Context: an optimization exercise on an open-source flow, tuned for small area. The choices shown serve that exercise and are no tape-out recipe.
Only simulation tests tie the RTL to the original design; equivalence was not proved.
No activity file was given, so power comes from the tool's default toggle rates.

job 101:
## EF_PWM32_apb
module EF_PWM32_apb (
	output	wire 		pwmA,
	output	wire 		pwmB,
	input	wire 		PCLK,
	input	wire 		PRESETn,
	input	wire [31:0]	PADDR,
	input	wire 		PWRITE,
	input	wire 		PSEL,
	input	wire 		PENABLE,
	input	wire [31:0]	PWDATA,
	output	wire [31:0]	PRDATA,
	output	wire 		PREADY
);
export LEC_CHECK = 0
export ABC_AREA = 1
export CAP_MARGIN = 20
export CORE_MARGIN = 2
export CORE_UTILIZATION = 50
export SLEW_MARGIN = 20
create_clock -name core_clock -period 10.0 [get_ports {PCLK}]
standard.sh (not shown) runs the stock make flow with config.mk's settings and CLKGATE_MAP_FILE= SYNTH_SCRIPT=/design/flow/synth_recipe.tcl, a recipe that flattens the netlist after the stock synthesis.
==> flow/flow/run.sh <==
#!/bin/bash
# Standard ORFS layout with three changes to how it is made:
#  - an area-oriented ABC script for the combinational logic (registers are
#    mapped by the standard synthesis unchanged),
#  - port buffers of the smallest buffer cell,
#  - clock tree without dummy loads, built from small clock buffers.
set -euo pipefail
W=$PWD
rm -rf "$W/scripts_copy"
cp -r "$FLOW_HOME/scripts" "$W/scripts_copy"
cp "$W/flow/abc_area.script" "$W/scripts_copy/abc_area.script"
export SCRIPTS_DIR="$W/scripts_copy"
export BUFFER_PORTS_ARGS="-buffer_cell sky130_fd_sc_hd__buf_1"
export CTS_ARGS="-sink_clustering_enable -repair_clock_nets -dont_use_dummy_load -buf_list {sky130_fd_sc_hd__clkbuf_2 sky130_fd_sc_hd__clkbuf_4 sky130_fd_sc_hd__clkbuf_8}"
bash standard.sh > "$W/flow.log" 2>&1
==> flow/flow/abc_area.script <==
strash
dch
map -a
mfs2
strash
dch
map -a
mfs2
strash
dch
map -a
mfs2
strash
dch
map -a
mfs2
strash
dch
map -a
mfs2
strash
dch
amap
topo
Job 101 completed every stage of the flow, and the final layout passed the timing, DRC and antenna checks.
Here is what was changed in the inputs of job 102 compared with job 101.
==> flow/flow/abc_area.script <==
strash
dch
map -a
mfs2
strash
dch
map -a
mfs2
strash
dch
map -a
mfs2
strash
dch
amap
topo
==> notes.md <==
- Job 102 completed every stage of the flow, and the final layout passed the timing, DRC and antenna checks.
- The worst setup path startpoint comes out PADDR[12] in one run and CONTROL_REG[5] in the other, namely in job 101 and job 102 respectively.
- Taking job 101 as the reference, in job 102 complex-gate fraction of the synthesized area shrank by 1.5 points; area overhead of the layout relative to synthesis barely changed; proportion of power drawn by combinational gates fell by 0.2 points; fraction of area in registers decreased 0.26 points.
#### Input delta (job 103 over job 102)
# job 102
export LEC_CHECK = 0
export ABC_AREA = 1
export CAP_MARGIN = 20
export CORE_MARGIN = 2
export CORE_UTILIZATION = 50
export SLEW_MARGIN = 20
create_clock -name core_clock -period 10.0 [get_ports {PCLK}]
# job 103
export LEC_CHECK = 0
export ABC_AREA = 1
export CAP_MARGIN = 20
export CORE_MARGIN = 2
export CORE_UTILIZATION = 50
export GPL_TIMING_DRIVEN = 0
export SLEW_MARGIN = 20
create_clock -name core_clock -period 10.0 [get_ports {PCLK}]
==> flow/flow/abc_area.script <==
strash
dch
amap
mfs2
strash
dch
amap
mfs2
strash
dch
amap
mfs2
strash
dch
amap
topo
Findings:
Re unique cell type count in the Yosys netlist: job 102 and job 103 aren't equal, and the lower value belongs to job 102.
Against job 102, post-route total power in job 103 came out better.
Job 102 and job 103 ended up with nearly the same total routed wirelength.
In the flow results for job 102 and job 103, the placeable core region is smaller on job 103.
Critical path depth (job 103 over job 102): decrease, 20
Lower full die area among job 102 and job 103: job 103
Of the two values seen for busiest layer in global routing, met2 was produced by job 103 and met1 by job 102.
For the required time reported for the critical path endpoint, job 103 came in 2.38 ns lower than job 102 did.
Changes in job 104 relative to job 103:
# job 103
export LEC_CHECK = 0
export ABC_AREA = 1
export CAP_MARGIN = 20
export CORE_MARGIN = 2
export CORE_UTILIZATION = 50
export GPL_TIMING_DRIVEN = 0
export SLEW_MARGIN = 20
create_clock -name core_clock -period 10.0 [get_ports {PCLK}]
# job 104
export LEC_CHECK = 0
export ABC_AREA = 1
export CAP_MARGIN = 20
export CORE_MARGIN = 2
export CORE_UTILIZATION = 60
export SLEW_MARGIN = 20
create_clock -name core_clock -period 10.0 [get_ports {PCLK}]
==> flow/flow/abc_area.script <==
strash
dch
map -a
mfs2
strash
dch
map -a
mfs2
strash
dch
map -a
topo
==> comparison <==
Worst hold slack, job 103 and job 104: higher on job 103. Summary of job 104 over job 103: upper clock frequency limit +about 35%, count of different cell masters after synthesis -6, least setup slack across all paths after layout +2.41 ns, total number of tap cells -41, net count of the finished layout +5.7%. Re area used by multi-input combinational logic: job 104 is 510 um2 up on job 103. Job 104 went all the way through the flow, and no timing, DRC or antenna check failed. Routed wire length on met2 of job 104 falls short of that of job 103 by more than 10%. Share of cells above drive strength 1, job 103 and job 104: higher on job 103.

## static timing again, ports no longer ideal
How much do the figures lean on ideal ports? The routed layouts below were timed once more, with nothing changed but the port constraints. Step 1, drivers: a clkbuf_16 drives PCLK and a buf_2 each remaining input, both assumed. Step 2, shift: input delay + t, output delay - t, t = (earliest + latest rising clock arrival at the registers) / 2. This alone moves slack from input paths to output paths. a / b / c = ideal ports / drivers / drivers and shift; a / b = the first two.
run | shift t [ns] | setup slack, ns | worst setup path at the end
job 101 | 0.512 | 2.595 / 2.573 / 2.573 | input to output
job 102 | 0.500 | 1.986 / 1.986 / 1.986 | register to register
job 103 | 0.508 | 0.601 / 0.578 / 0.578 | input to output
job 104 | 0.504 | 3.016 / 2.995 / 2.995 | input to output
After both steps every run listed still meets setup and hold. For job 103, which loses most, drivers alone change the setup slack by -0.023 ns; drivers and shift together by -0.023 ns.
